What follows belongs to an exercise in optimizing a design on an open flow for small area, a short achievable clock period and few clock cycles; a production flow would make more cautious choices.
Only simulation tests tie the RTL to the original design; equivalence was not proved.
Power and IR drop assume default switching activity.

File: design/flow/flow/port_buffers.tcl
# Resize the port buffers that buffer_ports inserted: an input buffer that
# drives many pins becomes buf_8, the others and the output buffers buf_2.
set n_big 0
set n_small 0
foreach inst [get_cells -quiet {input* output*}] {
  set name [get_full_name $inst]
  set out [get_pins -of_objects $inst -filter "direction==output"]
  set net [get_nets -of_objects $out]
  set fanout [llength [get_pins -of_objects $net -filter "direction==input"]]
  if {[string match "input*" $name] && $fanout >= 10} {
    replace_cell $inst sky130_fd_sc_hd__buf_8
    incr n_big
  } else {
    replace_cell $inst sky130_fd_sc_hd__buf_2
    incr n_small
  }
}
puts "port_buffers: $n_big buf_8, $n_small buf_2"
File: design/flow/config.mk
export PLATFORM = sky130hd
export DESIGN_NAME = processor
export DESIGN_NICKNAME = processor
export VERILOG_FILES = /design/flow/design.v
export SDC_FILE = /design/flow/constraint.sdc
export NUM_CORES = 8
export LEC_CHECK = 0
export CAP_MARGIN = 40
export CORE_MARGIN = 2
export CORE_UTILIZATION = 55
export CTS_CLUSTER_DIAMETER = 110
export CTS_CLUSTER_SIZE = 24
export SLEW_MARGIN = 40
File: design/flow/standard.sh
#!/bin/bash
# synth_recipe.tcl (not shown) runs the flow's synth.tcl, then flattens the netlist and writes it again
# the make line also repeats each setting of config.mk as NAME=value (left out here)
make -C /OpenROAD-flow-scripts/flow DESIGN_CONFIG=/design/flow/config.mk WORK_HOME=/design/flow/orfs CLKGATE_MAP_FILE= SYNTH_SCRIPT=/design/flow/synth_recipe.tcl "${@:-finish}"
File: design/flow/constraint.sdc
create_clock -name core_clock -period 32.0 [get_ports {clk}]
set_input_delay 6.4000 -clock core_clock [delete_from_list [all_inputs] [get_ports {clk}]]
set_output_delay 6.4000 -clock core_clock [all_outputs]
set_load 0.01 [all_outputs]
File: design/flow/flow/run.sh
#!/bin/bash
# The standard layout, with buf_4 as the buffer on every port in place of
# the default choice (a slow delay cell); after global placement each port
# buffer is resized to its load (port_buffers.tcl).
set -euo pipefail
export BUFFER_PORTS_ARGS="-buffer_cell sky130_fd_sc_hd__buf_4"
export POST_GLOBAL_PLACE_TCL="$PWD/flow/port_buffers.tcl"
bash standard.sh finish > standard.log 2>&1
File: design/flow/design.v
module processor (clk,rst,imem_addr,imem_data,dmem_addr,dmem_wdata,dmem_we,dmem_re,dmem_rdata,stat);
    input clk;
    input rst;                   
    output [7:0] imem_addr;
    input [79:0] imem_data;
    output [7:0] dmem_addr;
    output [63:0] dmem_wdata;
    output dmem_we;
    output dmem_re;
    input [63:0] dmem_rdata;
    output [3:0] stat;           
    localparam [3:0] S_AOK = 4'b1000, S_HLT = 4'b0100, S_ADR = 4'b0010, S_INS = 4'b0001;
    integer i;
    reg [7:0]  pc;
    reg [6:0]  pc_hi;            
    reg        x_live;           
    reg [3:0]  x_stat;           
    reg        x_cmov, x_rm, x_mr, x_opq, x_call, x_ret, x_push, x_pop;
    reg        x_retf;           
    reg        x_ldp;            
    reg        x_stp;            
    reg        x_retx;           
    reg        x_rspb;           
    reg        x_sub, x_and, x_xor;
    reg [3:0]  x_fn;
    reg [14:0] x_selA, x_selB;   
    reg [3:0]  x_dst;
    reg        x_wmem;           
    reg [63:0] x_valC;           
    reg        x_stk, x_down;    
    reg [8:0]  x_valP;           
    reg [7:0]  x_ap;             
    reg [6:0]  x_ac;             
    reg [2:0]  x_aq;             
    reg        x_c1;
    reg [7:0]  x_ab;             
    reg        x_bv;             
    reg [7:0]  x_pc;             
    reg        sb_valid;         
    reg [7:0]  sb_addr;
    reg [63:0] sb_data;
    reg        cc_zf, cc_lt;     
    reg        stopped;
    reg [3:0]  stop_stat;
    reg [63:0] rf [0:14];
    function cond(input [3:0] fn, input zf, input lt);
        case (fn)
            4'h0: cond = 1'b1;
            4'h1: cond = lt | zf;
            4'h2: cond = lt;
            4'h3: cond = zf;
            4'h4: cond = ~zf;
            4'h5: cond = ~lt;
            4'h6: cond = ~lt & ~zf;
            default: cond = 1'b0;
        endcase
    endfunction
    function [63:0] addsk(input [63:0] x, input [63:0] y, input cin);
        reg [63:0] g, p, G, P;
        reg [63:0] c;
        integer l, k, j;
        begin
            g = x & y; p = x ^ y;
            G = g; P = p;
            G[0] = g[0] | (p[0] & cin);
            for (l = 0; l < 6; l = l + 1)
                for (k = 0; k < 64; k = k + 1)
                    if ((k >> l) & 1) begin
                        j = ((k >> l) << l) - 1;
                        G[k] = G[k] | (P[k] & G[j]);
                        P[k] = P[k] & P[j];
                    end
            c = {G[62:0], cin};
            addsk = p ^ c;
        end
    endfunction
    reg [63:0] valA, valB;
    always @(*) begin
        valA = 64'd0;
        valB = {56'd0, x_ab & {8{x_bv}}};
        for (i = 0; i < 15; i = i + 1) begin
            valA = valA | ({64{x_selA[i]}} & rf[i]);
            valB[63:8] = valB[63:8] | ({56{x_selB[i]}} & rf[i][63:8]);
        end
    end
    wire [63:0] valY = (x_opq | x_cmov) ? (valA ^ {64{x_sub}}) :
                       x_stk ? {{60{x_down}}, 4'b1000} : x_valC;       
    wire [63:0] sum = addsk(valB, valY, x_sub);
    wire [63:0] pp = valB ^ valY;
    wire [63:0] gg = valB & valY;
    wire [63:0] oo = valB | valY;
    wire [63:0] valE = x_and ? gg : x_xor ? pp : sum;
    wire zf_sum = (pp == {oo[62:0], x_sub});
    wire e_zf = x_and ? (gg == 64'd0) : x_xor ? (pp == 64'd0) : zf_sum;
    wire n63 = x_sub ? (valY[63] ^ (&valY[62:0])) : valY[63];
    wire e_lt = x_and ? gg[63] : x_xor ? pp[63] : ((n63 == valB[63]) ? valB[63] : sum[63]);
    wire a_c2 = x_ac[0];
    wire a_c3 = x_ac[1] | (x_ap[2] & a_c2);
    wire a_c4 = x_ac[4] | (x_aq[0] & a_c2);
    wire a_c5 = x_ac[2] | (x_ap[4] & a_c4);
    wire a_c6 = x_ac[5] | (x_aq[1] & a_c4);
    wire a_c7 = x_ac[3] | (x_ap[6] & a_c6);
    wire a_c8 = x_ac[6] | (x_aq[2] & a_c6);
    wire [8:0] lo_sum = {a_c8, x_ap ^ {a_c7, a_c6, a_c5, a_c4, a_c3, a_c2, x_c1, 1'b0}};
    wire        sum_ok = (pp[8] == lo_sum[8]) & (pp[63:9] == oo[62:8]);
    wire        x_addr_rsp = x_pop | x_ret;
    wire        x_memop = x_rm | x_mr | x_call | x_ret | x_push | x_pop;
    wire        addr_ok = x_addr_rsp ? (valB[63:8] == 56'd0) : sum_ok;
    wire        mem_bad = x_memop & ~addr_ok;
    wire replay = sb_valid & x_ldp & ~stopped;
    wire x_go = x_live & ~stopped & (x_stat == S_AOK) & ~replay;
    wire ret_rd = ~sb_valid & ~x_rspb;
    assign dmem_addr  = sb_valid ? sb_addr : lo_sum[7:0];
    assign dmem_wdata = sb_data;
    assign dmem_we    = sb_valid;
    assign dmem_re    = 1'b1;
    always @(posedge clk) begin
        if (rst)
            sb_valid <= 1'b0;
        else
            sb_valid <= x_stp & ~stopped & addr_ok;
    end
    always @(posedge clk) begin
        sb_addr <= lo_sum[7:0];
        sb_data <= x_call ? {55'd0, x_valP} : valA;
    end
    wire [63:0] wval = (x_wmem | rst) ? dmem_rdata : valE;
    wire        w1 = x_go & (x_dst != 4'hF) & (~x_cmov | cond(x_fn, cc_zf, cc_lt));
    wire        w2 = x_go & x_pop;                   
    wire        we1 = w1;
    wire        we2 = w2;
    function [63:0] rf_init(input integer k);
        case (k)
            1: rf_init = 64'd1;   2: rf_init = 64'd2;   3: rf_init = 64'd3;
            4: rf_init = 64'd14;  7: rf_init = 64'd18;  8: rf_init = 64'd30;
            9: rf_init = 64'd20;  10: rf_init = 64'd22; 13: rf_init = 64'd1;
            14: rf_init = 64'd10;
            default: rf_init = 64'd0;
        endcase
    endfunction
    wire [63:0] wd0 = wval;
    wire [63:0] wd1 = wval | {64{rst}};
    always @(posedge clk) begin
        for (i = 0; i < 15; i = i + 1) begin
            if (rst || (we1 && x_dst == i))
                rf[i] <= (rf_init(i) & wd1) | (~rf_init(i) & wd0);
            else if (i == 4 && we2)
                rf[i] <= valE;
        end
    end
    always @(posedge clk) begin
        if (rst) begin
            cc_zf <= 1'b0;
            cc_lt <= 1'b0;
        end else if (x_go & x_opq) begin
            cc_zf <= e_zf;
            cc_lt <= e_lt;
        end
    end
    always @(posedge clk) begin
        if (rst) begin
            stopped <= 1'b0;
            stop_stat <= S_AOK;
        end else if (x_live & ~stopped & ~replay & ((x_stat != S_AOK) | mem_bad)) begin
            stopped <= 1'b1;
            stop_stat <= (x_stat != S_AOK) ? x_stat : S_ADR;
        end
    end
    assign stat = stopped ? stop_stat : (x_live ? x_stat : S_AOK);
    assign imem_addr = pc;
    wire [3:0]  f_icode = imem_data[79:76];
    wire [3:0]  f_ifun  = imem_data[75:72];
    wire [3:0]  f_rA    = imem_data[71:68];
    wire [3:0]  f_rB    = imem_data[67:64];
    wire [63:0] f_valC  = imem_data[63:0];
    wire [63:0] f_dest  = imem_data[71:8];
    wire pc_bad = |pc_hi;
    wire f_ok = ~pc_bad & (f_icode != 4'h0) & (f_icode < 4'hC);
    wire [3:0] f_stat = pc_bad ? S_ADR : (f_icode >= 4'hC) ? S_INS :
                        (f_icode == 4'h0) ? S_HLT : S_AOK;
    wire f_cmov = f_icode == 4'h2;
    wire f_opq  = f_icode == 4'h6;
    wire f_call = f_icode == 4'h8;
    wire f_usesA = f_cmov | (f_icode == 4'h4) | f_opq | (f_icode == 4'hA);
    wire f_usesB = (f_icode == 4'h4) | (f_icode == 4'h5) | f_opq;
    wire f_stack = f_call | (f_icode == 4'h9) | (f_icode == 4'hA) | (f_icode == 4'hB);
    wire f_down  = f_call | (f_icode == 4'hA);
    reg [7:0] rdB;
    always @(*) begin
        rdB = 8'd0;
        for (i = 0; i < 15; i = i + 1)
            rdB = rdB | ({8{f_rB == i}} & rf[i][7:0]);
    end
    wire [7:0] fwdB = (w1 & (f_rB == x_dst)) ? wval[7:0] : (w2 & (f_rB == 4'd4)) ? valE[7:0] : rdB;
    wire [7:0] fwdS = (w1 & (x_dst == 4'd4)) ? wval[7:0] : w2 ? valE[7:0] : rf[4][7:0];
    wire [7:0] f_ab = f_stack ? fwdS : fwdB;
    wire f_gox = ~rst & ~x_retx & ~replay & f_ok;
    wire f_rmmr = f_gox & ((f_icode == 4'h4) | (f_icode == 4'h5));
    wire [7:0] f_aba = f_rmmr ? fwdB : fwdS;
    wire [7:0] f_aoff = (f_gox & f_down) ? 8'hF8 : f_rmmr ? f_valC[7:0] : 8'h00;
    wire [7:0] f_ag = f_aba & f_aoff;
    wire [7:0] f_ap = f_aba ^ f_aoff;
    wire nz = (x_live & x_opq) ? e_zf : cc_zf;
    wire nl = (x_live & x_opq) ? e_lt : cc_lt;
    wire f_taken = f_call | ((f_icode == 4'h7) & cond(f_ifun, nz, nl));
    wire f_retf = (f_icode == 4'h9) & ret_rd;      
    function [6:0] hi7(input [63:0] v);
        integer k;
        for (k = 0; k < 7; k = k + 1)
            hi7[k] = |v[8*k+8 +: 8];
    endfunction
    wire [8:0] pc1  = {1'b0, pc} + 9'd1;
    wire [8:0] pc2  = {1'b0, pc} + 9'd2;
    wire [8:0] pc9  = {1'b0, pc} + 9'd9;
    wire [8:0] pc10 = {1'b0, pc} + 9'd10;
    reg  [8:0] f_valP;
    always @(*) begin
        case (f_icode)
            4'h2, 4'h6, 4'hA, 4'hB: f_valP = pc2;
            4'h3, 4'h4, 4'h5: f_valP = pc10;
            4'h7, 4'h8: f_valP = pc9;
            default: f_valP = pc1;
        endcase
    end
    always @(posedge clk) begin
        if (rst) begin
            pc <= 8'd0;
            pc_hi <= 7'd0;
        end else if (replay) begin
            pc <= x_pc;
            pc_hi <= 7'd0;
        end else if (x_retx) begin
            pc <= dmem_rdata[7:0];
            pc_hi <= hi7(dmem_rdata);
        end else if (f_retf) begin
            pc <= dmem_rdata[7:0];
            pc_hi <= hi7(dmem_rdata);
        end else if (f_taken) begin
            pc <= f_dest[7:0];
            pc_hi <= hi7(f_dest);
        end else begin
            pc <= f_valP[7:0];
            pc_hi <= {6'd0, f_valP[8]};
        end
    end
    always @(posedge clk) begin
        if (rst)
            x_live <= 1'b0;
        else
            x_live <= ~x_retx & ~replay;
    end
    wire f_go = f_gox;                               
    always @(posedge clk) begin
        x_ldp  <= f_go & ((f_icode == 4'h5) | (f_icode == 4'hB) | ((f_icode == 4'h9) & ~f_retf));
        x_stp  <= f_go & ((f_icode == 4'h4) | (f_icode == 4'hA) | f_call);
        x_retx <= f_go & (f_icode == 4'h9) & ~f_retf;
        x_rspb <= f_go & ((f_icode == 4'h4) | (f_icode == 4'h5) | f_stack |
                          (((f_icode == 4'h2) | (f_icode == 4'h3) | f_opq) & (f_rB == 4'd4)));
    end
    always @(posedge clk) begin
        x_stat  <= f_stat;
        x_cmov  <= f_ok & f_cmov;
        x_rm    <= f_ok & (f_icode == 4'h4);
        x_mr    <= f_ok & (f_icode == 4'h5);
        x_opq   <= f_ok & f_opq;
        x_call  <= f_ok & f_call;
        x_ret   <= f_ok & (f_icode == 4'h9);
        x_retf  <= f_retf;
        x_push  <= f_ok & (f_icode == 4'hA);
        x_pop   <= f_ok & (f_icode == 4'hB);
        x_sub   <= f_opq & (f_ifun[1:0] == 2'd1);
        x_and   <= f_opq & (f_ifun[1:0] == 2'd2);
        x_xor   <= f_opq & (f_ifun[1:0] == 2'd3);
        x_fn    <= f_ifun;
        for (i = 0; i < 15; i = i + 1) begin
            x_selA[i] <= f_usesA & (f_rA == i);
            x_selB[i] <= f_stack ? (i == 4) : f_usesB & (f_rB == i);
        end
        case (f_icode)
            4'h2, 4'h3, 4'h6: x_dst <= f_rB;
            4'h5, 4'hB:       x_dst <= f_rA;
            4'h8, 4'h9, 4'hA: x_dst <= 4'd4;
            default:          x_dst <= 4'hF;
        endcase
        x_wmem <= (f_icode == 4'h5) | (f_icode == 4'hB);
        x_valC <= f_valC;
        x_stk  <= f_stack;
        x_down <= f_down;
        x_valP <= f_valP;
        x_ap   <= f_ap;
        x_pc   <= pc;
        x_ab   <= f_ab;
        x_bv   <= f_stack | f_usesB;
        x_c1   <= f_ag[0];
        x_ac   <= {f_ag[7] | (f_ap[7] & f_ag[6]), f_ag[5] | (f_ap[5] & f_ag[4]),
                   f_ag[3] | (f_ap[3] & f_ag[2]), f_ag[6], f_ag[4], f_ag[2],
                   f_ag[1] | (f_ap[1] & f_ag[0])};
        x_aq   <= {f_ap[7] & f_ap[6], f_ap[5] & f_ap[4], f_ap[3] & f_ap[2]};
    end
endmodule
==> qor.json, run 1 <==
{
  "num_rows": {"value": 118},
  "power.leakage": {"value": 0.02212, "unit": "uW"},
  "ir_worst_vdd": {"value": 0.00006575, "unit": "V"},
  "synth-seq-cells": {"value": 1225},
  "synthDominantAreaCellType": {"value": "sky130_fd_sc_hd__edfxtp_1"},
  "crit_path_end_kind": {"value": "register"},
  "num_vias": {"value": 49000},
  "dieHeight": {"value": 327.1, "unit": "um"},
  "post_synth_top_area_share": {"value": 0.5020},
  "numCtsBuffers": {"value": 57},
  "number_of_antenna_violations_at_the_first_check_in_global_routing": {"value": 11},
  "postSynthAreaPerCell": {"value": 11.87, "unit": "um2"},
  "coreArea": {"value": 103500, "unit": "um2"},
  "detail_route.iter0.violations": {"value": 10620},
  "setup-tns-final": {"value": 0, "unit": "ns"},
  "detail_route.drc_violations": {"value": 0},
  "cts_tree": {"value": "built"},
  "most-common-layout-cells": {"value": "sky130_fd_sc_hd__edfxtp_1 (960), sky130_fd_sc_hd__a22oi_1 (717), sky130_fd_sc_hd__nand2_1 (277)"},
  "post_cts.repair.setup_buffers": {"value": 0},
  "drt-pass1-iter-count": {"value": 10},
  "cts_max_level": {"value": 2},
  "design_power_total": {"value": 3698, "unit": "uW"},
  "gr-total-overflow": {"value": 0},
  "rsz0062_at_grt": {"value": "false"},
  "via_per_inst": {"value": 7.735},
  "syn_nets": {"value": 5131},
  "die_area": {"value": 107000, "unit": "um2"},
  "grt_start_max_net_pins": {"value": 53},
  "final.min_clock_period": {"value": 8.923, "unit": "ns"},
  "area_growth": {"value": 8.389, "unit": "%"},
  "design.final.nets": {"value": 5204},
  "drt-total-wl": {"value": 261600, "unit": "um"},
  "start_kind": {"value": "input port"},
  "io_buffer_count": {"value": 230},
  "async_reset_ff_frac": {"value": 0},
  "fin_crit_sh": {"value": 0.2788},
  "cts_root_buf": {"value": "sky130_fd_sc_hd__clkbuf_16"},
  "pwr_density_cell": {"value": 59.42, "unit": "nW/um2"},
  "grt_pass1_vias": {"value": 45500},
  "achievable-frequency": {"value": 112.1, "unit": "MHz"},
  "clock_insertion_delay_worst_skew": {"value": 0.74, "unit": "ns"},
  "tightest_slew": {"value": 1.001, "unit": "ns"},
  "yosysUniqueCellTypes": {"value": 86},
  "cts.repair.resized": {"value": 0},
  "cts_sinks": {"value": 1225},
  "main_area_contributors_after_synthesis": {"value": "sky130_fd_sc_hd__edfxtp_1 (50%), sky130_fd_sc_hd__a22oi_1 (9.4%), sky130_fd_sc_hd__dfxtp_1 (9.2%)"},
  "outcome": {"value": "timing/DRC/antenna clean"},
  "syn-cell-area": {"value": 57430, "unit": "um2"},
  "report.final.slew_viol_count": {"value": 0},
  "starting_utilization_of_the_core_area": {"value": 0.5548},
  "globalRouteTotalUtil": {"value": 0.4747},
  "timing.setup.critical_path_class": {"value": "in2reg"},
  "ys.flop_type": {"value": "sky130_fd_sc_hd__edfxtp_1"},
  "report.final.hold_viol_count": {"value": 0},
  "synth_seq_area_share": {"value": 0.5944},
  "synth_enable_flop_cells": {"value": 960},
  "post-dp-hpwl": {"value": 162900, "unit": "um"},
  "max-slew-margin-rel": {"value": 0.3284},
  "mostFrequentLayoutCell": {"value": "sky130_fd_sc_hd__edfxtp_1"},
  "maxCapViolations": {"value": 0},
  "clkSlewWorstSetupHoldPaths": {"value": 0.11, "unit": "ns"},
  "grt_first_pass_wirelength": {"value": 355300, "unit": "um"},
  "clock-skew-final": {"value": 0.04320, "unit": "ns"},
  "finalSetupViolations": {"value": 0},
  "synth_cells": {"value": 4836},
  "fp.dieW": {"value": 327.1, "unit": "um"},
  "critPathMaxFanout": {"value": 15},
  "postRouteAntennaNets": {"value": 0},
  "share_of_post_route_cells_with_drive_strength_above_1": {"value": 0.1244},
  "routedWlPerCell": {"value": 41.29, "unit": "um"},
  "cp_data_arrival_time": {"value": 9.56, "unit": "ns"},
  "synth_warnings": {"value": 2},
  "finalCoreUtilization": {"value": 0.6014},
  "boundaryPins": {"value": 232},
  "worstHoldPathType": {"value": "reg2reg"},
  "timing.critical_path.required": {"value": 32.64, "unit": "ns"},
  "holdBufCountCts": {"value": 0},
  "cts_buffer_depth": {"value": 3}
}
==> cells by family (layout without fill, tap and decap cells) <==
| group | after synthesis | in the layout | synth area share |
|---|---|---|---|
| buf+inv | 530 | 647 | 0.03872 |
| other cells | 1 | 3 | 0.00006530 |
| fa+ha+maj | 150 | 150 | 0.03355 |
| mux | 104 | 104 | 0.01957 |
| compound gates | 1548 | 1548 | 0.1928 |
| simple gates | 1145 | 1145 | 0.1005 |
| flops | 1225 | 1225 | 0.5944 |
| xor+xnor | 133 | 133 | 0.02042 |
==> state kept, by name, summed over array words and instances, names as in the netlist, 7 cells and up <==
signal	count
x_valP	9
x_ap	8
sb_data	64
rf	960
pc	8
x_ab	8
sb_addr	8
x_pc	8
x_selA	15
x_valC	64
pc_hi	7
x_selB	15
x_ac	7
==> synth_stat cells, types with 7 or more instances <==
cell                       instances
sky130_fd_sc_hd__a211oi_1         20
sky130_fd_sc_hd__a211oi_2          7
sky130_fd_sc_hd__a21o_1           22
sky130_fd_sc_hd__a21oi_1         260
sky130_fd_sc_hd__a221oi_1         20
sky130_fd_sc_hd__a222oi_1        120
sky130_fd_sc_hd__a22o_1           19
sky130_fd_sc_hd__a22oi_1         717
sky130_fd_sc_hd__a311oi_1         36
sky130_fd_sc_hd__a31oi_1          32
sky130_fd_sc_hd__and2_1           21
sky130_fd_sc_hd__and3_1           59
sky130_fd_sc_hd__and4_1           40
sky130_fd_sc_hd__buf_1            59
sky130_fd_sc_hd__buf_2            64
sky130_fd_sc_hd__buf_6            19
sky130_fd_sc_hd__clkbuf_1        206
sky130_fd_sc_hd__dfxtp_1         265
sky130_fd_sc_hd__edfxtp_1        960
sky130_fd_sc_hd__fa_1              7
sky130_fd_sc_hd__ha_1            142
sky130_fd_sc_hd__inv_1           177
sky130_fd_sc_hd__mux2_2           49
sky130_fd_sc_hd__mux2i_1          52
sky130_fd_sc_hd__nand2_1         280
sky130_fd_sc_hd__nand2b_1         18
sky130_fd_sc_hd__nand3_1         138
sky130_fd_sc_hd__nand4_1         123
sky130_fd_sc_hd__nor2_1          235
sky130_fd_sc_hd__nor2b_1          13
sky130_fd_sc_hd__nor3_1           70
sky130_fd_sc_hd__nor3b_1          13
sky130_fd_sc_hd__nor4_1           96
sky130_fd_sc_hd__o211ai_1         17
sky130_fd_sc_hd__o21a_1           19
sky130_fd_sc_hd__o21ai_0         159
sky130_fd_sc_hd__o22ai_1           8
sky130_fd_sc_hd__o31a_1           22
sky130_fd_sc_hd__o31ai_1          14
sky130_fd_sc_hd__or2_2             7
sky130_fd_sc_hd__or3_1            12
sky130_fd_sc_hd__xnor2_1         106
sky130_fd_sc_hd__xor2_1           26
==> metrics by stage <==
stage,instances,hold slack [ns],setup slack (ns),area (um2)
4_1_cts,6331,0.4277,23.12,62120
2_1_floorplan,4836,0.3272,21.98,57430
6_report,6335,0.4333,23.08,62240
3_5_place_dp,6228,0.4121,22.36,60500
5_1_grt,6333,0.4336,22.86,62240
3_3_place_gp,6227,0.4092,22.38,60710
==> worst max-delay path, stage by stage <==
cell and delay [ns]:
sky130_fd_sc_hd__buf_8 0.12, sky130_fd_sc_hd__inv_1 0.08, sky130_fd_sc_hd__nand2_1 0.47, sky130_fd_sc_hd__inv_1 0.37
sky130_fd_sc_hd__nand2_1 0.39, sky130_fd_sc_hd__o21ai_0 0.23, sky130_fd_sc_hd__ha_1 0.37, sky130_fd_sc_hd__a31oi_1 0.15
sky130_fd_sc_hd__a21oi_1 0.12, sky130_fd_sc_hd__and3_1 0.25, sky130_fd_sc_hd__xor2_1 0.15, sky130_fd_sc_hd__nand2_1 0.06
sky130_fd_sc_hd__nor3_1 0.05, sky130_fd_sc_hd__a311o_1 0.34
==> routing by layer <==
layer / routed length [um] / GRT usage / vias up
met5: 132 / 0.002662 / -
met4: 19370 / 0.2802 / 16
met3: 45500 / 0.1650 / 1133
met2: 106300 / 0.6663 / 5112
met1: 90270 / 0.6369 / 23490
li1: - / - / 19250
==> worst paths after layout <==
kind	from	endpoint	slack, ns	depth (start not counted)
worst max-delay path	imem_data[78]	pc[6]$_SDFF_PP0_	23.08	14
worst max register to register	x_selA[1]$_DFF_P_	pc[6]$_SDFF_PP0_	24.41	21
worst min register to register	pc[6]$_SDFF_PP0_	x_pc[6]$_DFF_P_	0.43	0
worst min-delay path	pc[6]$_SDFF_PP0_	x_pc[6]$_DFF_P_	0.43	0
==> area by class of cell <==
type / count / area (um2)
antenna: 2 / 5.005
clock buffer: 100 / 1588
clock inverter: 3 / 33.78
fill: 8473 / 41250
inverter: 179 / 673.1
multi-input combinational: 3081 / 21650
sequential: 1225 / 34250
tap: 1380 / 1727
timing repair buffer: 365 / 2316
==> power by group <==
group | internal [uW] | leakage (uW) | switching [uW] | total, uW
clock | 340 | 0.000768 | 509 | 849
combinational | 214 | 0.00962 | 511 | 725
sequential | 1990 | 0.0117 | 133 | 2120
total | 2550 | 0.0221 | 1150 | 3700
Testbench counts, summed over its fixed seeds: cycles 35,385.
==> run 2, diff against run 1 <==
--- a/design/flow/config.mk
+++ b/design/flow/config.mk
@@ -7,7 +7,7 @@
 export LEC_CHECK = 0
 export CAP_MARGIN = 40
 export CORE_MARGIN = 2
-export CORE_UTILIZATION = 55
+export CORE_UTILIZATION = 45
 export CTS_CLUSTER_DIAMETER = 110
 export CTS_CLUSTER_SIZE = 24
 export SLEW_MARGIN = 40
==> qor.json, run 2 <==
{
  "outcome": {"value": "timing/DRC/antenna clean"},
  "post-synth-top-count-cell": {"value": "sky130_fd_sc_hd__edfxtp_1"},
  "register_ranked_first_by_flip_flop_count": {"value": "rf"},
  "most-common-layout-cells": {"value": "sky130_fd_sc_hd__edfxtp_1 (960), sky130_fd_sc_hd__a22oi_1 (717), sky130_fd_sc_hd__nand2_1 (277)"},
  "start_kind": {"value": "input port"},
  "coreArea": {"value": 127000, "unit": "um2"},
  "synth_warnings": {"value": 2},
  "cts_tree": {"value": "built"},
  "async_reset_ff_frac": {"value": 0},
  "cts_root_buf": {"value": "sky130_fd_sc_hd__clkbuf_16"},
  "rsz0062_at_grt": {"value": "false"},
  "cp_data_arrival_time": {"value": 9.38, "unit": "ns"},
  "postSynthAreaPerCell": {"value": 11.87, "unit": "um2"},
  "synth_enable_flop_cells": {"value": 960},
  "synth_seq_area_share": {"value": 0.5944},
  "placed_cells_incl_taps": {"value": 6503},
  "cts_sinks": {"value": 1225},
  "routedWlPerCell": {"value": 39.93, "unit": "um"},
  "synth-seq-cells": {"value": 1225},
  "design.final.nets": {"value": 5198},
  "num_rows": {"value": 131},
  "globalRouteTotalUtil": {"value": 0.3926},
  "path_cells": {"value": "buf_8 -> inv_1 -> nand2_1 -> inv_1 -> nand2_1 -> o21ai_0 -> ha_1 -> a31oi_1 -> a21oi_1 -> and3_1 -> xor2_1 -> nand2_1 -> nor3_1 -> a311o_1"},
  "die_area": {"value": 130500, "unit": "um2"},
  "drt-pass1-iter-count": {"value": 10},
  "num_vias": {"value": 48700},
  "report.final.slew_viol_count": {"value": 0},
  "placedInstanceArea": {"value": 60790, "unit": "um2"},
  "number_of_antenna_violations_at_the_first_check_in_global_routing": {"value": 11},
  "fin_cells": {"value": 6612},
  "mostFrequentLayoutCell": {"value": "sky130_fd_sc_hd__edfxtp_1"},
  "worstHoldPathType": {"value": "reg2reg"},
  "clock_insertion_delay_worst_skew": {"value": 0.75, "unit": "ns"},
  "io_buffer_count": {"value": 230},
  "detail_route.iter0.violations": {"value": 10290},
  "drt-total-wl": {"value": 264000, "unit": "um"},
  "synthDominantAreaCellType": {"value": "sky130_fd_sc_hd__edfxtp_1"},
  "post-dp-hpwl": {"value": 165200, "unit": "um"},
  "dieHeight": {"value": 361.2, "unit": "um"},
  "fin_crit_sh": {"value": 0.2730},
  "report.final.hold_viol_count": {"value": 0},
  "power.leakage": {"value": 0.02212, "unit": "uW"},
  "grt_first_pass_wirelength": {"value": 360800, "unit": "um"},
  "max-slew-margin-rel": {"value": 0.3241},
  "starting_utilization_of_the_core_area": {"value": 0.4521},
  "boundaryPins": {"value": 232},
  "cell_area_after_layout": {"value": 62590, "unit": "um2"},
  "detail_route.drc_violations": {"value": 0},
  "timing.critical_path.max_delay_family": {"value": "simple AND/OR/NAND/NOR gates"},
  "setup-tns-final": {"value": 0, "unit": "ns"},
  "cts_max_level": {"value": 2},
  "timing.setup.critical_path_class": {"value": "in2reg"},
  "top_regs": {"value": "rf: 960 flops, sb_data: 64 flops, x_valC: 64 flops"},
  "final.min_clock_period": {"value": 8.736, "unit": "ns"},
  "gr-total-overflow": {"value": 0},
  "cts_buffer_depth": {"value": 3},
  "largest_register_ffs": {"value": 960},
  "via_per_inst": {"value": 7.365},
  "clock-skew-final": {"value": 0.04837, "unit": "ns"},
  "syn_nets": {"value": 5131},
  "ys.flop_type": {"value": "sky130_fd_sc_hd__edfxtp_1"},
  "finalSetupViolations": {"value": 0},
  "tightest_slew": {"value": 1.014, "unit": "ns"},
  "main_area_contributors_after_synthesis": {"value": "sky130_fd_sc_hd__edfxtp_1 (50%), sky130_fd_sc_hd__a22oi_1 (9.4%), sky130_fd_sc_hd__dfxtp_1 (9.2%)"},
  "syn-cell-area": {"value": 57430, "unit": "um2"},
  "clkSlewWorstSetupHoldPaths": {"value": 0.10, "unit": "ns"},
  "synth_cells": {"value": 4836},
  "cpMaxStageDelayCell": {"value": "sky130_fd_sc_hd__nand2_1"},
  "post_cts.repair.setup_buffers": {"value": 0},
  "timing.critical_path.required": {"value": 32.64, "unit": "ns"},
  "share_of_post_route_cells_with_drive_strength_above_1": {"value": 0.1233},
  "grt_pass1_vias": {"value": 45610},
  "postRouteAntennaNets": {"value": 0},
  "ir_worst_vdd": {"value": 0.00004354, "unit": "V"},
  "crit_path_end_kind": {"value": "register"},
  "critPathMaxFanout": {"value": 15},
  "cpMostUsedCell": {"value": "sky130_fd_sc_hd__nand2_1"},
  "critical_path.max_stage_delay": {"value": 0.45, "unit": "ns"},
  "cts.repair.resized": {"value": 0},
  "achievable-frequency": {"value": 114.5, "unit": "MHz"},
  "yosysUniqueCellTypes": {"value": 86},
  "numCtsBuffers": {"value": 57},
  "holdBufCountCts": {"value": 0},
  "maxCapViolations": {"value": 0},
  "post_synth_top_area_share": {"value": 0.5020},
  "fp.dieW": {"value": 361.2, "unit": "um"},
  "critPathBufInv": {"value": 3},
  "fin_worst_hold_slack": {"value": 0.3680, "unit": "ns"},
  "area_growth": {"value": 8.988, "unit": "%"},
  "yosys-top-cells-count": {"value": "sky130_fd_sc_hd__edfxtp_1 (960), sky130_fd_sc_hd__a22oi_1 (717), sky130_fd_sc_hd__nand2_1 (280)"},
  "grt_start_max_net_pins": {"value": 63},
  "pwr_density_cell": {"value": 59.01, "unit": "nW/um2"}
}
[run 2: cell counts after synthesis]
Identical to the previous run, type by type.
[run 2: kinds of logic (layout without fill, tap and decap cells)]
| family | count (synthesis) | after routing | synth area share |
|---|---|---|---|
| compound gates | 1548 | 1548 | 0.1928 |
| xor+xnor | 133 | 133 | 0.02042 |
| fa+ha+maj | 150 | 150 | 0.03355 |
| buf+inv | 530 | 642 | 0.03872 |
| flops | 1225 | 1225 | 0.5944 |
| mux | 104 | 104 | 0.01957 |
| other cells | 1 | 3 | 0.00006530 |
| simple gates | 1145 | 1145 | 0.1005 |
[run 2: final timing paths]
path / slack, ns / depth (start not counted) / start / to
setup reg to reg: 24.05 / 18 / x_cmov$_DFF_P_ / pc[6]$_SDFF_PP0_
hold / removal: 0.37 / 0 / x_ap[0]$_DFF_P_ / sb_addr[0]$_DFF_P_
setup / recovery: 23.26 / 14 / imem_data[78] / pc[6]$_SDFF_PP0_
hold reg to reg: 0.37 / 0 / x_ap[0]$_DFF_P_ / sb_addr[0]$_DFF_P_
[run 2: area by class of cell]
| type | instances | area [um2] |
|---|---|---|
| clock inverters | 3 | 26.28 |
| inverters | 179 | 671.9 |
| clock buffers | 101 | 1602 |
| diodes | 2 | 5.005 |
| flip-flops and latches | 1225 | 34250 |
| well taps | 1662 | 2079 |
| repair buffers | 359 | 2296 |
| multi-input cells | 3081 | 21650 |
| fillers | 11250 | 64440 |
[run 2: metrics by stage]
| stage | util | total power [uW] | setup slack (ns) |
|---|---|---|---|
| 3_5_place_dp | 0.4785 | 2832 | 22.49 |
| 2_1_floorplan | - | 2501 | 21.98 |
| 6_report | 0.4927 | 3693 | 23.26 |
| 5_1_grt | 0.4927 | 3788 | 23.02 |
| 4_1_cts | 0.4913 | 3651 | 23.25 |
| 3_3_place_gp | 0.4803 | 2838 | 22.49 |
[run 2: worst register-to-register path: stages (launching register included)]
cell and delay, ns:
sky130_fd_sc_hd__dfxtp_1 0.63, sky130_fd_sc_hd__nor2_4 0.24, sky130_fd_sc_hd__nor2_4 0.43, sky130_fd_sc_hd__buf_4 0.71
sky130_fd_sc_hd__buf_4 0.72, sky130_fd_sc_hd__a311oi_1 0.41, sky130_fd_sc_hd__ha_1 0.50, sky130_fd_sc_hd__a21o_1 0.21
sky130_fd_sc_hd__a21o_1 0.20, sky130_fd_sc_hd__a221oi_1 0.58, sky130_fd_sc_hd__o221ai_1 0.40, sky130_fd_sc_hd__a2bb2oi_1 0.33
sky130_fd_sc_hd__o21ai_2 0.17, sky130_fd_sc_hd__o311ai_0 0.42, sky130_fd_sc_hd__a22oi_1 0.33, sky130_fd_sc_hd__o2bb2ai_2 0.52
sky130_fd_sc_hd__mux2i_4 0.59, sky130_fd_sc_hd__nor3_1 0.12, sky130_fd_sc_hd__a311o_1 0.33
[run 2: routing by layer]
| metal | vias to the layer above | share of wire | track usage |
|---|---|---|---|
| met5 | - | 0.00027 | 0 |
| met4 | 12 | 0.067 | 0.2168 |
| met3 | 1018 | 0.17 | 0.1337 |
| li1 | 19240 | - | - |
| met1 | 23660 | 0.36 | 0.5218 |
| met2 | 4770 | 0.41 | 0.5617 |
[run 2: report_power, final]
| part | leakage [uW] | total (uW) | internal (uW) | switching [uW] |
|---|---|---|---|---|
| clock | 0.000774 | 851 | 342 | 509 |
| sequential | 0.0117 | 2130 | 1990 | 135 |
| combinational | 0.00962 | 715 | 214 | 502 |
| total | 0.0221 | 3690 | 2550 | 1150 |
==> run 3, diff against run 2 <==
--- a/design/flow/config.mk
+++ b/design/flow/config.mk
@@ -5,9 +5,9 @@
 export SDC_FILE = /design/flow/constraint.sdc
 export NUM_CORES = 8
 export LEC_CHECK = 0
-export CAP_MARGIN = 40
+export CAP_MARGIN = 20
 export CORE_MARGIN = 2
 export CORE_UTILIZATION = 45
 export CTS_CLUSTER_DIAMETER = 110
 export CTS_CLUSTER_SIZE = 24
-export SLEW_MARGIN = 40
+export SLEW_MARGIN = 20
==> qor.json, run 3 <==
{
  "num_rows": {"value": 131},
  "coreArea": {"value": 127000, "unit": "um2"},
  "report.final.hold_viol_count": {"value": 0},
  "met1_length": {"value": 94830, "unit": "um"},
  "syn_nets": {"value": 5131},
  "synth_cells": {"value": 4836},
  "yosysUniqueCellTypes": {"value": 86},
  "cp_data_arrival_time": {"value": 9.38, "unit": "ns"},
  "async_reset_ff_frac": {"value": 0},
  "critPathBufInv": {"value": 3},
  "globalRouteTotalUtil": {"value": 0.3920},
  "drt-pass1-iter-count": {"value": 14},
  "postSynthAreaPerCell": {"value": 11.87, "unit": "um2"},
  "post-synth-top-count-cell": {"value": "sky130_fd_sc_hd__edfxtp_1"},
  "cts_tree": {"value": "built"},
  "top_regs": {"value": "rf: 960 flops, sb_data: 64 flops, x_valC: 64 flops"},
  "clkSlewWorstSetupHoldPaths": {"value": 0.10, "unit": "ns"},
  "top_signal_layer_used": {"value": "met5"},
  "io_buffer_count": {"value": 230},
  "cts_buffer_depth": {"value": 3},
  "timing.setup.critical_path_class": {"value": "in2reg"},
  "fin_worst_hold_slack": {"value": 0.3583, "unit": "ns"},
  "critical_path.max_stage_delay": {"value": 0.42, "unit": "ns"},
  "met2_wirelength": {"value": 108400, "unit": "um"},
  "synth_seq_area_share": {"value": 0.5944},
  "critPathMaxFanout": {"value": 15},
  "ys.flop_type": {"value": "sky130_fd_sc_hd__edfxtp_1"},
  "fin_crit_sh": {"value": 0.2736},
  "crit_path_end_kind": {"value": "register"},
  "post_cts.repair.setup_buffers": {"value": 0},
  "starting_utilization_of_the_core_area": {"value": 0.4521},
  "timing.critical_path.max_delay_family": {"value": "simple AND/OR/NAND/NOR gates"},
  "report.final.slew_viol_count": {"value": 0},
  "tightest_slew": {"value": 1.246, "unit": "ns"},
  "post_synth_top_area_share": {"value": 0.5020},
  "cts_sinks": {"value": 1225},
  "pwr_density_cell": {"value": 59.44, "unit": "nW/um2"},
  "achievable-frequency": {"value": 114.2, "unit": "MHz"},
  "setup-tns-final": {"value": 0, "unit": "ns"},
  "grt_pass1_vias": {"value": 45630},
  "rsz0062_at_grt": {"value": "false"},
  "cpMaxStageDelayCell": {"value": "sky130_fd_sc_hd__nand2_1"},
  "cts_root_buf": {"value": "sky130_fd_sc_hd__clkbuf_16"},
  "drt-total-wl": {"value": 264400, "unit": "um"},
  "yosys-top-cells-count": {"value": "sky130_fd_sc_hd__edfxtp_1 (960), sky130_fd_sc_hd__a22oi_1 (717), sky130_fd_sc_hd__nand2_1 (280)"},
  "outcome": {"value": "timing/DRC/antenna clean"},
  "share_of_post_route_cells_with_drive_strength_above_1": {"value": 0.1152},
  "wl_met3": {"value": 43650, "unit": "um"},
  "cpMostUsedCell": {"value": "sky130_fd_sc_hd__nand2_1"},
  "clock-skew-final": {"value": 0.02746, "unit": "ns"},
  "most-common-layout-cells": {"value": "sky130_fd_sc_hd__edfxtp_1 (960), sky130_fd_sc_hd__a22oi_1 (717), sky130_fd_sc_hd__nand2_1 (277)"},
  "main_area_contributors_after_synthesis": {"value": "sky130_fd_sc_hd__edfxtp_1 (50%), sky130_fd_sc_hd__a22oi_1 (9.4%), sky130_fd_sc_hd__dfxtp_1 (9.2%)"},
  "cts_max_level": {"value": 2},
  "timing.critical_path.required": {"value": 32.62, "unit": "ns"},
  "maxCapViolations": {"value": 0},
  "via_per_inst": {"value": 7.397},
  "num_vias": {"value": 48930},
  "mostFrequentLayoutCell": {"value": "sky130_fd_sc_hd__edfxtp_1"},
  "number_of_antenna_violations_at_the_first_check_in_global_routing": {"value": 12},
  "syn-cell-area": {"value": 57430, "unit": "um2"},
  "detail_route.drc_violations": {"value": 0},
  "routedWlPerCell": {"value": 39.96, "unit": "um"},
  "finalSetupViolations": {"value": 0},
  "synthDominantAreaCellType": {"value": "sky130_fd_sc_hd__edfxtp_1"},
  "design.final.nets": {"value": 5193},
  "final.min_clock_period": {"value": 8.755, "unit": "ns"},
  "power.leakage": {"value": 0.02203, "unit": "uW"},
  "postRouteAntennaNets": {"value": 0},
  "clock_insertion_delay_worst_skew": {"value": 0.73, "unit": "ns"},
  "design_power_total": {"value": 3701, "unit": "uW"},
  "numCtsBuffers": {"value": 57},
  "register_ranked_first_by_flip_flop_count": {"value": "rf"},
  "grt_start_max_net_pins": {"value": 63},
  "ir_worst_vdd": {"value": 0.00005314, "unit": "V"},
  "synth_warnings": {"value": 2},
  "cts.repair.resized": {"value": 0},
  "dieHeight": {"value": 361.2, "unit": "um"},
  "gr-total-overflow": {"value": 0},
  "fp.dieW": {"value": 361.2, "unit": "um"},
  "fin_cells": {"value": 6615},
  "start_kind": {"value": "input port"},
  "boundaryPins": {"value": 232},
  "placed_cells_incl_taps": {"value": 6500},
  "holdBufCountCts": {"value": 0},
  "synth-seq-cells": {"value": 1225},
  "detail_route.iter0.violations": {"value": 10630},
  "die_area": {"value": 130500, "unit": "um2"},
  "largest_register_ffs": {"value": 960},
  "max-slew-margin-rel": {"value": 0.1694},
  "area_growth": {"value": 8.432, "unit": "%"},
  "path_cells": {"value": "buf_8 -> inv_1 -> nand2_1 -> inv_1 -> nand2_1 -> o21ai_0 -> ha_1 -> a31oi_1 -> a21oi_1 -> and3_1 -> xor2_1 -> nand2_1 -> nor3_1 -> a311o_1"},
  "synth_enable_flop_cells": {"value": 960},
  "post-dp-hpwl": {"value": 164500, "unit": "um"},
  "worstHoldPathType": {"value": "reg2reg"},
  "grt_first_pass_wirelength": {"value": 360300, "unit": "um"}
}
## run 3: report_power, final
group          switching (uW)  leakage, uW  internal (uW)
clock network             513     0.000799            351
logic                     500      0.00950            210
registers                 136       0.0117           1990
total                    1150       0.0220           2550
## run 3: final timing paths
path                            depth (start not counted)  slack (ns)                  to       startpoint
worst max-delay path                                   14       23.24    pc[6]$_SDFF_PP0_    imem_data[78]
worst min-delay path                                    0        0.36  sb_addr[0]$_DFF_P_  x_ap[0]$_DFF_P_
worst max register to register                         18       24.09    pc[6]$_SDFF_PP0_   x_cmov$_DFF_P_
worst min register to register                          0        0.36  sb_addr[0]$_DFF_P_  x_ap[0]$_DFF_P_
## run 3: logic make-up (layout without fill, tap and decap cells)
logic type               Yosys count  after routing  share of synthesized area
buffers and inverters            530            640                    0.03872
other                              1              8                 0.00006530
AO/OA/AOI/OAI                   1548           1548                     0.1928
AND/OR/NAND/NOR                 1145           1145                     0.1005
adder cells (fa/ha/maj)          150            150                    0.03355
XOR/XNOR                         133            133                    0.02042
multiplexers                     104            104                    0.01957
flip-flops                      1225           1225                     0.5944
## run 3: stage by stage
step / instance area (um2) / setup slack [ns] / utilization
finish: 62270 / 23.24 / 0.4902
global route: 62250 / 23.00 / 0.4900
global placement: 61010 / 22.49 / 0.4803
CTS: 62230 / 23.24 / 0.4899
detailed placement: 60550 / 22.48 / 0.4767
floorplan: 57430 / 21.98 / -
## run 3: cell type report
| class | count | area (um2) |
|---|---|---|
| fill | 11270 | 64760 |
| sequential | 1225 | 34250 |
| multi-input combinational | 3081 | 21370 |
| timing repair buffer | 354 | 2192 |
| tap | 1662 | 2079 |
| clock buffer | 102 | 1638 |
| inverter | 179 | 671.9 |
| clock inverter | 5 | 42.54 |
| antenna | 7 | 17.52 |
## run 3: routing by layer
layer,up-vias,global-route usage
met3,1093,0.1422
met2,4843,0.5604
met5,-,0
met1,23780,0.5190
met4,10,0.2076
li1,19210,-
## run 3: worst register-to-register path: cells and delay by family, from the launching register on
family / cells / cell delay (ns)
AOI/OAI and AO/OA: 11 / 3.78
buffers and inverters: 2 / 1.36
muxes: 1 / 0.79
and+or+nand+nor: 3 / 0.78
DFF: 1 / 0.65
adders and majority gates: 1 / 0.44
==> run 4, diff against run 3 <==
--- a/design/flow/config.mk
+++ b/design/flow/config.mk
@@ -7,7 +7,7 @@
 export LEC_CHECK = 0
 export CAP_MARGIN = 20
 export CORE_MARGIN = 2
-export CORE_UTILIZATION = 45
+export CORE_UTILIZATION = 55
 export CTS_CLUSTER_DIAMETER = 110
 export CTS_CLUSTER_SIZE = 24
 export SLEW_MARGIN = 20
==> qor.json, run 4 <==
{
  "flop2flop_setup_slack": {"value": 24.03, "unit": "ns"},
  "cts.repair.resized": {"value": 0},
  "max-slew-margin-rel": {"value": 0.1522},
  "critPathMaxFanout": {"value": 15},
  "maxCapViolations": {"value": 0},
  "grt_start_max_net_pins": {"value": 60},
  "report.final.slew_viol_count": {"value": 0},
  "setup-tns-final": {"value": 0, "unit": "ns"},
  "post_cts.repair.setup_buffers": {"value": 0},
  "cp-startpoint": {"value": "imem_data[78]"},
  "synthDominantAreaCellType": {"value": "sky130_fd_sc_hd__edfxtp_1"},
  "cts_tree": {"value": "built"},
  "min_path_cells": {"value": 0},
  "finalSetupViolations": {"value": 0},
  "numCtsBuffers": {"value": 57},
  "top_regs": {"value": "rf: 960 flops, sb_data: 64 flops, x_valC: 64 flops"},
  "yosysUniqueCellTypes": {"value": 86},
  "postSynthAreaPerCell": {"value": 11.87, "unit": "um2"},
  "clock_insertion_delay_worst_skew": {"value": 0.73, "unit": "ns"},
  "post-dp-hpwl": {"value": 162700, "unit": "um"},
  "boundaryPins": {"value": 232},
  "fin_cells": {"value": 6338},
  "cp_data_arrival_time": {"value": 9.48, "unit": "ns"},
  "timing.reg2reg.worst_path_depth": {"value": 18},
  "multi_input_area": {"value": 21410, "unit": "um2"},
  "worstHoldPathType": {"value": "reg2reg"},
  "post-synth-top-count-cell": {"value": "sky130_fd_sc_hd__edfxtp_1"},
  "share_of_post_route_cells_with_drive_strength_above_1": {"value": 0.1171},
  "cts_buffer_depth": {"value": 3},
  "register_ranked_first_by_flip_flop_count": {"value": "rf"},
  "pwr_density_cell": {"value": 59.65, "unit": "nW/um2"},
  "dieHeight": {"value": 327.1, "unit": "um"},
  "mostFrequentLayoutCell": {"value": "sky130_fd_sc_hd__edfxtp_1"},
  "fill_cells": {"value": 8529},
  "design.final.nets": {"value": 5204},
  "gr-total-overflow": {"value": 0},
  "design_power_total": {"value": 3697, "unit": "uW"},
  "postRouteAntennaNets": {"value": 0},
  "timing.setup.critical_path_class": {"value": "in2reg"},
  "drt-pass1-iter-count": {"value": 11},
  "most-common-layout-cells": {"value": "sky130_fd_sc_hd__edfxtp_1 (960), sky130_fd_sc_hd__a22oi_1 (717), sky130_fd_sc_hd__nand2_1 (277)"},
  "cts_max_level": {"value": 2},
  "register_area": {"value": 34250, "unit": "um2"},
  "via_per_inst": {"value": 7.797},
  "synth-seq-cells": {"value": 1225},
  "post_synth_top_area_share": {"value": 0.5020},
  "grt_first_pass_wirelength": {"value": 355000, "unit": "um"},
  "crit-reg2reg-capture": {"value": "pc[6]$_SDFF_PP0_"},
  "starting_utilization_of_the_core_area": {"value": 0.5548},
  "final.min_clock_period": {"value": 8.855, "unit": "ns"},
  "syn-cell-area": {"value": 57430, "unit": "um2"},
  "fin_crit_sh": {"value": 0.2767},
  "globalRouteTotalUtil": {"value": 0.4744},
  "syn_nets": {"value": 5131},
  "hold-path-endpoint": {"value": "x_pc[7]$_DFF_P_"},
  "coreArea": {"value": 103500, "unit": "um2"},
  "async_reset_ff_frac": {"value": 0},
  "cts_root_buf": {"value": "sky130_fd_sc_hd__clkbuf_16"},
  "outcome": {"value": "timing/DRC/antenna clean"},
  "grt_pass1_vias": {"value": 45320},
  "io_buffer_count": {"value": 230},
  "synth_enable_flop_cells": {"value": 960},
  "start_kind": {"value": "input port"},
  "launch_point_of_the_worst_reg_to_reg_path": {"value": "x_selA[1]$_DFF_P_"},
  "synth_warnings": {"value": 2},
  "ys.flop_type": {"value": "sky130_fd_sc_hd__edfxtp_1"},
  "min-delay-start": {"value": "pc[7]$_SDFF_PP0_"},
  "tightest_slew": {"value": 1.260, "unit": "ns"},
  "drt-total-wl": {"value": 261800, "unit": "um"},
  "num_rows": {"value": 118},
  "detail_route.iter0.violations": {"value": 10910},
  "cts_sinks": {"value": 1225},
  "ir_worst_vdd": {"value": 0.00006703, "unit": "V"},
  "rsz0062_at_grt": {"value": "false"},
  "synth_seq_area_share": {"value": 0.5944},
  "power.leakage": {"value": 0.02206, "unit": "uW"},
  "main_area_contributors_after_synthesis": {"value": "sky130_fd_sc_hd__edfxtp_1 (50%), sky130_fd_sc_hd__a22oi_1 (9.4%), sky130_fd_sc_hd__dfxtp_1 (9.2%)"},
  "area_growth": {"value": 7.935, "unit": "%"},
  "detail_route.drc_violations": {"value": 0},
  "achievable-frequency": {"value": 112.9, "unit": "MHz"},
  "die_area": {"value": 107000, "unit": "um2"},
  "clkSlewWorstSetupHoldPaths": {"value": 0.10, "unit": "ns"},
  "clock-skew-final": {"value": 0.05114, "unit": "ns"},
  "num_vias": {"value": 49420},
  "largest_register_ffs": {"value": 960},
  "placed_cells_incl_taps": {"value": 6228},
  "routedWlPerCell": {"value": 41.31, "unit": "um"},
  "yosys-top-cells-count": {"value": "sky130_fd_sc_hd__edfxtp_1 (960), sky130_fd_sc_hd__a22oi_1 (717), sky130_fd_sc_hd__nand2_1 (280)"},
  "report.final.hold_viol_count": {"value": 0},
  "synth_cells": {"value": 4836},
  "crit_path_end_kind": {"value": "register"},
  "number_of_antenna_violations_at_the_first_check_in_global_routing": {"value": 17},
  "timing.critical_path.required": {"value": 32.63, "unit": "ns"},
  "fp.dieW": {"value": 327.1, "unit": "um"},
  "holdBufCountCts": {"value": 0}
}
run 4: cell type report:
cell class,instances,area share
diodes,5,0.0002019
clock buffers,102,0.02590
clock inverters,1,0.0004845
inverters,179,0.01084
multi-input cells,3081,0.3454
flip-flops and latches,1225,0.5526
well taps,1380,0.02786
repair buffers,365,0.03672
run 4: routing by layer:
layer  wire length (um)  GRT usage  vias up
li1                   -          -    19250
met1              90770     0.6298    23810
met2             106100     0.6702     5179
met3              45280     0.1699     1161
met4              19510     0.2778       24
met5                184   0.003106        -
run 4: worst max-delay path by stage:
stage,slack [ns],endpoint,cells after the start
after floorplan,21.98,rf[1][0]$_DFFE_PP_,4
after global placement,22.38,pc[6]$_SDFF_PP0_,14
after detailed placement,22.41,pc[6]$_SDFF_PP0_,14
after CTS,23.18,pc[6]$_SDFF_PP0_,14
after global routing,22.93,pc[6]$_SDFF_PP0_,14
final,23.15,pc[6]$_SDFF_PP0_,14
run 4: worst max-delay path, stage by stage:
cell and delay (ns):
sky130_fd_sc_hd__buf_8 0.12, sky130_fd_sc_hd__inv_1 0.07, sky130_fd_sc_hd__nand2_1 0.45, sky130_fd_sc_hd__inv_1 0.35, sky130_fd_sc_hd__nand2_1 0.37, sky130_fd_sc_hd__o21ai_0 0.22, sky130_fd_sc_hd__ha_1 0.37, sky130_fd_sc_hd__a31oi_1 0.15
sky130_fd_sc_hd__a21oi_1 0.11, sky130_fd_sc_hd__and3_1 0.27, sky130_fd_sc_hd__xor2_1 0.15, sky130_fd_sc_hd__nand2_1 0.06, sky130_fd_sc_hd__nor3_1 0.05, sky130_fd_sc_hd__a311o_1 0.34
run 4: through the flow:
| stage | cell area [um2] | utilization | setup slack [ns] | hold WS (ns) |
|---|---|---|---|---|
| 2_1_floorplan | 57430 | - | 21.98 | 0.3272 |
| 3_3_place_gp | 60710 | 0.5865 | 22.38 | 0.4092 |
| 3_5_place_dp | 60290 | 0.5825 | 22.41 | 0.4128 |
| 4_1_cts | 61920 | 0.5983 | 23.18 | 0.4288 |
| 5_1_grt | 61970 | 0.5988 | 22.93 | 0.4343 |
| 6_report | 61980 | 0.5989 | 23.15 | 0.4322 |
run 4: power by group:
part / internal, uW / switching (uW)
Combinational: 211 / 508
Clock: 343 / 510
Sequential: 1990 / 132
Total: 2550 / 1150
run 4: cells by family (layout without fill, tap and decap cells):
family	Yosys count	count (layout)	synth area share
multiplexers	104	104	0.01957
XOR/XNOR	133	133	0.02042
flip-flops	1225	1225	0.5944
other	1	6	0.00006530
adder cells (fa/ha/maj)	150	150	0.03355
AND/OR/NAND/NOR	1145	1145	0.1005
AO/OA/AOI/OAI	1548	1548	0.1928
buffers and inverters	530	647	0.03872
==> run 5, diff against run 4 <==
==> design/flow/flow/run.sh (replaced) <==
#!/bin/bash
# The standard layout, with buf_4 as the buffer on every port in place of
# the default choice (a slow delay cell); after global placement each port
# buffer is resized to its load (port_buffers.tcl), and gates are sized and
# nets buffered by gain before the design-rule repair (gain.tcl).
set -euo pipefail
export BUFFER_PORTS_ARGS="-buffer_cell sky130_fd_sc_hd__buf_4"
export POST_GLOBAL_PLACE_TCL="$PWD/flow/port_buffers.tcl"
export PRE_RESIZE_TCL="$PWD/flow/gain.tcl"
bash standard.sh finish > standard.log 2>&1
==> design/flow/flow/gain.tcl (new file) <==
# Gain-based sizing and buffering: each driver is sized, and high-fanout
# nets buffered, so that a stage drives at most about twelve times its input
# capacitance.
set_opt_config -set_early_sizing_cap_ratio 12 -set_early_buffer_sizing_cap_ratio 12
repair_design -pre_placement -buffer_gain 12 -verbose
--- a/design/flow/config.mk
+++ b/design/flow/config.mk
@@ -5,9 +5,9 @@
 export SDC_FILE = /design/flow/constraint.sdc
 export NUM_CORES = 8
 export LEC_CHECK = 0
-export CAP_MARGIN = 20
+export CAP_MARGIN = 40
 export CORE_MARGIN = 2
 export CORE_UTILIZATION = 55
 export CTS_CLUSTER_DIAMETER = 110
 export CTS_CLUSTER_SIZE = 24
-export SLEW_MARGIN = 20
+export SLEW_MARGIN = 40
==> qor.json, run 5 <==
{
  "maxCapViolations": {"value": 0},
  "start_kind": {"value": "register"},
  "number_of_antenna_violations_at_the_first_check_in_global_routing": {"value": 17},
  "io_buffer_count": {"value": 230},
  "cts_buffer_depth": {"value": 3},
  "cts_tree": {"value": "built"},
  "dieHeight": {"value": 327.1, "unit": "um"},
  "crit_path_end_kind": {"value": "output pin"},
  "ys.flop_type": {"value": "sky130_fd_sc_hd__edfxtp_1"},
  "setup-tns-final": {"value": 0, "unit": "ns"},
  "post_synth_top_area_share": {"value": 0.5020},
  "grt_first_pass_wirelength": {"value": 375200, "unit": "um"},
  "synth_cells": {"value": 4836},
  "fin_crit_sh": {"value": 0.2737},
  "min-delay-start": {"value": "x_ap[0]$_DFF_P_"},
  "grt_pass1_vias": {"value": 47230},
  "yosys-top-cells-count": {"value": "sky130_fd_sc_hd__edfxtp_1 (960), sky130_fd_sc_hd__a22oi_1 (717), sky130_fd_sc_hd__nand2_1 (280)"},
  "min_path_cells": {"value": 0},
  "p_int": {"value": 2604, "unit": "uW"},
  "tightest_slew": {"value": 1.093, "unit": "ns"},
  "cts_root_buf": {"value": "sky130_fd_sc_hd__clkbuf_16"},
  "fp.dieW": {"value": 327.1, "unit": "um"},
  "launch_point_of_the_worst_reg_to_reg_path": {"value": "x_selA[13]$_DFF_P_"},
  "pwr_density_cell": {"value": 57.80, "unit": "nW/um2"},
  "power.leakage": {"value": 0.02373, "unit": "uW"},
  "report.final.slew_viol_count": {"value": 0},
  "design_power_total": {"value": 3794, "unit": "uW"},
  "synth_seq_area_share": {"value": 0.5944},
  "achievable-frequency": {"value": 114.2, "unit": "MHz"},
  "top_regs": {"value": "rf: 960 flops, sb_data: 64 flops, x_valC: 64 flops"},
  "seq_power_share": {"value": 0.558},
  "post_cts.repair.setup_buffers": {"value": 0},
  "postRouteAntennaNets": {"value": 0},
  "boundaryPins": {"value": 232},
  "mostFrequentLayoutCell": {"value": "sky130_fd_sc_hd__edfxtp_1"},
  "crit-reg2reg-capture": {"value": "pc[6]$_SDFF_PP0_"},
  "hold-path-endpoint": {"value": "sb_addr[0]$_DFF_P_"},
  "outcome": {"value": "timing/DRC/antenna clean"},
  "cts.repair.resized": {"value": 0},
  "post-dp-hpwl": {"value": 180700, "unit": "um"},
  "cts_sinks": {"value": 1225},
  "drt-total-wl": {"value": 278400, "unit": "um"},
  "share_of_post_route_cells_with_drive_strength_above_1": {"value": 0.1357},
  "numCtsBuffers": {"value": 58},
  "globalRouteTotalUtil": {"value": 0.5046},
  "finalSetupViolations": {"value": 0},
  "path_cells": {"value": "a21o_1 -> a21o_1 -> ha_1 -> nor2_1 -> xnor2_1 -> mux2_1 -> buf_4"},
  "design.final.nets": {"value": 5412},
  "synth-seq-cells": {"value": 1225},
  "rsz0062_at_grt": {"value": "false"},
  "postSynthAreaPerCell": {"value": 11.87, "unit": "um2"},
  "pwr-share-comb": {"value": 0.209},
  "ir_worst_vdd": {"value": 0.00005521, "unit": "V"},
  "setup_ws": {"value": 23.24, "unit": "ns"},
  "power.clock.fraction": {"value": 0.234},
  "largest_register_ffs": {"value": 960},
  "clock-skew-final": {"value": 0.03934, "unit": "ns"},
  "gr-total-overflow": {"value": 0},
  "timing.setup.critical_path_class": {"value": "reg2out"},
  "via_per_inst": {"value": 7.859},
  "drt-pass1-iter-count": {"value": 13},
  "die_area": {"value": 107000, "unit": "um2"},
  "clkSlewWorstSetupHoldPaths": {"value": 0.09, "unit": "ns"},
  "final.min_clock_period": {"value": 8.758, "unit": "ns"},
  "clock_insertion_delay_worst_skew": {"value": 0.75, "unit": "ns"},
  "main_area_contributors_after_synthesis": {"value": "sky130_fd_sc_hd__edfxtp_1 (50%), sky130_fd_sc_hd__a22oi_1 (9.4%), sky130_fd_sc_hd__dfxtp_1 (9.2%)"},
  "dpl_worst_slack": {"value": 22.73, "unit": "ns"},
  "timing.reg2reg.worst_path_depth": {"value": 20},
  "num_vias": {"value": 51530},
  "critPathMaxFanout": {"value": 2},
  "cpMaxStageDelayCell": {"value": "sky130_fd_sc_hd__dfxtp_1"},
  "finalCoreUtilization": {"value": 0.6343},
  "area_growth": {"value": 14.32, "unit": "%"},
  "async_reset_ff_frac": {"value": 0},
  "worstHoldPathType": {"value": "reg2reg"},
  "syn_nets": {"value": 5131},
  "max-slew-margin-rel": {"value": 0.2637},
  "synth_warnings": {"value": 2},
  "holdBufCountCts": {"value": 0},
  "synth_enable_flop_cells": {"value": 960},
  "grt_start_max_net_pins": {"value": 50},
  "cts_max_level": {"value": 2},
  "syn-cell-area": {"value": 57430, "unit": "um2"},
  "coreArea": {"value": 103500, "unit": "um2"},
  "num_rows": {"value": 118},
  "p_sw_frac": {"value": 0.3138},
  "timing.critical_path.required": {"value": 25.60, "unit": "ns"},
  "detail_route.iter0.violations": {"value": 12550},
  "cpMostUsedCell": {"value": "sky130_fd_sc_hd__a21o_1"},
  "routedWlPerCell": {"value": 42.46, "unit": "um"},
  "report.final.hold_viol_count": {"value": 0},
  "post-synth-top-count-cell": {"value": "sky130_fd_sc_hd__edfxtp_1"},
  "yosysUniqueCellTypes": {"value": 86},
  "synthDominantAreaCellType": {"value": "sky130_fd_sc_hd__edfxtp_1"},
  "cp_data_arrival_time": {"value": 2.36, "unit": "ns"},
  "most-common-layout-cells": {"value": "sky130_fd_sc_hd__edfxtp_1 (960), sky130_fd_sc_hd__a22oi_1 (717), sky130_fd_sc_hd__buf_4 (432)"},
  "p_sw": {"value": 1191, "unit": "uW"},
  "register_ranked_first_by_flip_flop_count": {"value": "rf"},
  "detail_route.drc_violations": {"value": 0},
  "critical_path.max_stage_delay": {"value": 0.34, "unit": "ns"},
  "starting_utilization_of_the_core_area": {"value": 0.5548},
  "flop2flop_setup_slack": {"value": 24.02, "unit": "ns"}
}
## run 5: cell counts after synthesis
Identical to the previous run, type by type.
## run 5: worst max-delay path: cells and delay by family (launching register included)
family	cells	cell delay (ns)
buffers and inverters	1	0.15
XOR/XNOR	1	0.11
AND/OR/NAND/NOR	1	0.13
multiplexers	1	0.30
adder cells (fa/ha/maj)	1	0.18
flip-flops	1	0.34
AO/OA/AOI/OAI	2	0.41
## run 5: power groups by stage
stage	Sequential [uW]	Combinational, uW	Clock, uW
CTS	2100	747	878
global route	2130	807	930
finish	2120	792	887
detailed placement	2140	744	0
floorplan	2110	390	0
global placement	2150	688	0
## run 5: layer usage
metal / vias to the layer above / routed length [um] / track usage
met2: 5779 / 109900 / 0.6906
met1: 24580 / 93160 / 0.6505
li1: 19740 / - / -
met5: - / 323 / 0.01109
met4: 23 / 23040 / 0.3214
met3: 1402 / 51880 / 0.2220
## run 5: logic make-up after synthesis
group	share of synthesized area
AOI/OAI and AO/OA	0.1928
other	0.00006530
DFF	0.5944
xor gates and xnor gates	0.02042
adders and majority gates	0.03355
and+or+nand+nor	0.1005
muxes	0.01957
buffers and inverters	0.03872
## run 5: final cells by class
class / instances / area [um2]
multi-input combinational: 3081 / 21310
clock inverter: 7 / 72.57
antenna: 11 / 27.53
sequential: 1225 / 34130
clock buffer: 101 / 1677
tap: 1380 / 1727
fill: 8147 / 37850
inverter: 179 / 671.9
timing repair buffer: 572 / 6031
## run 5: how the worst max path moves through the flow
| stage | start | to | slack (ns) | cells past startpoint |
|---|---|---|---|---|
| 6_report | x_ac[0]$_DFF_P_ | dmem_addr[7] | 23.24 | 7 |
| 5_1_grt | x_ac[0]$_DFF_P_ | dmem_addr[7] | 23.16 | 7 |
| 4_1_cts | x_ac[0]$_DFF_P_ | dmem_addr[7] | 23.22 | 7 |
| 3_5_place_dp | imem_data[78] | pc_hi[0]$_SDFF_PP0_ | 22.73 | 14 |
| 3_3_place_gp | imem_data[78] | pc[6]$_SDFF_PP0_ | 22.38 | 14 |
| 2_1_floorplan | rst | rf[1][0]$_DFFE_PP_ | 21.98 | 4 |
## run 5: per-stage QoR
stage                     instances  instance area (um2)  hold WS, ns
final                          6556                65650       0.4397
after global routing           6546                65620       0.4273
after CTS                      6545                65540       0.4391
after detailed placement       6437                63790       0.4249
after global placement         6227                60710       0.4092
after floorplan                4836                57430       0.3272

re-timing with driven ports:
No port has a modelled driver above. Below, the same layouts with a new extraction and two added sets of constraints.
Step 1: set_driving_cell puts a clkbuf_16 on clk and a buf_2 on each other input, an assumption about the parent block.
Step 2 also shifts input and output timing later by t, the mid clock arrival at the registers, as if the neighbouring blocks saw the same clock.
Three values: ideal, step 1, step 2; two values: the first two.
| run | shift t [ns] | slack for setup (ns) | slew at the worst register clock pin (ns) |
|---|---|---|---|
| run 1 | 0.798 | 23.077 / 23.096 / 22.298 | 0.11 / 0.11 |
| run 2 | 0.804 | 23.264 / 23.209 / 22.479 | 0.11 / 0.11 |
| run 3 | 0.798 | 23.245 / 23.257 / 22.466 | 0.11 / 0.11 |
| run 4 | 0.782 | 23.145 / 23.159 / 22.377 | 0.11 / 0.11 |
| run 5 | 0.809 | 23.242 / 23.161 / 22.671 | 0.11 / 0.11 |
After both steps every run listed still meets setup and hold. For run 2, which loses most, drivers alone change the setup slack by -0.055 ns; drivers and shift together by -0.785 ns.
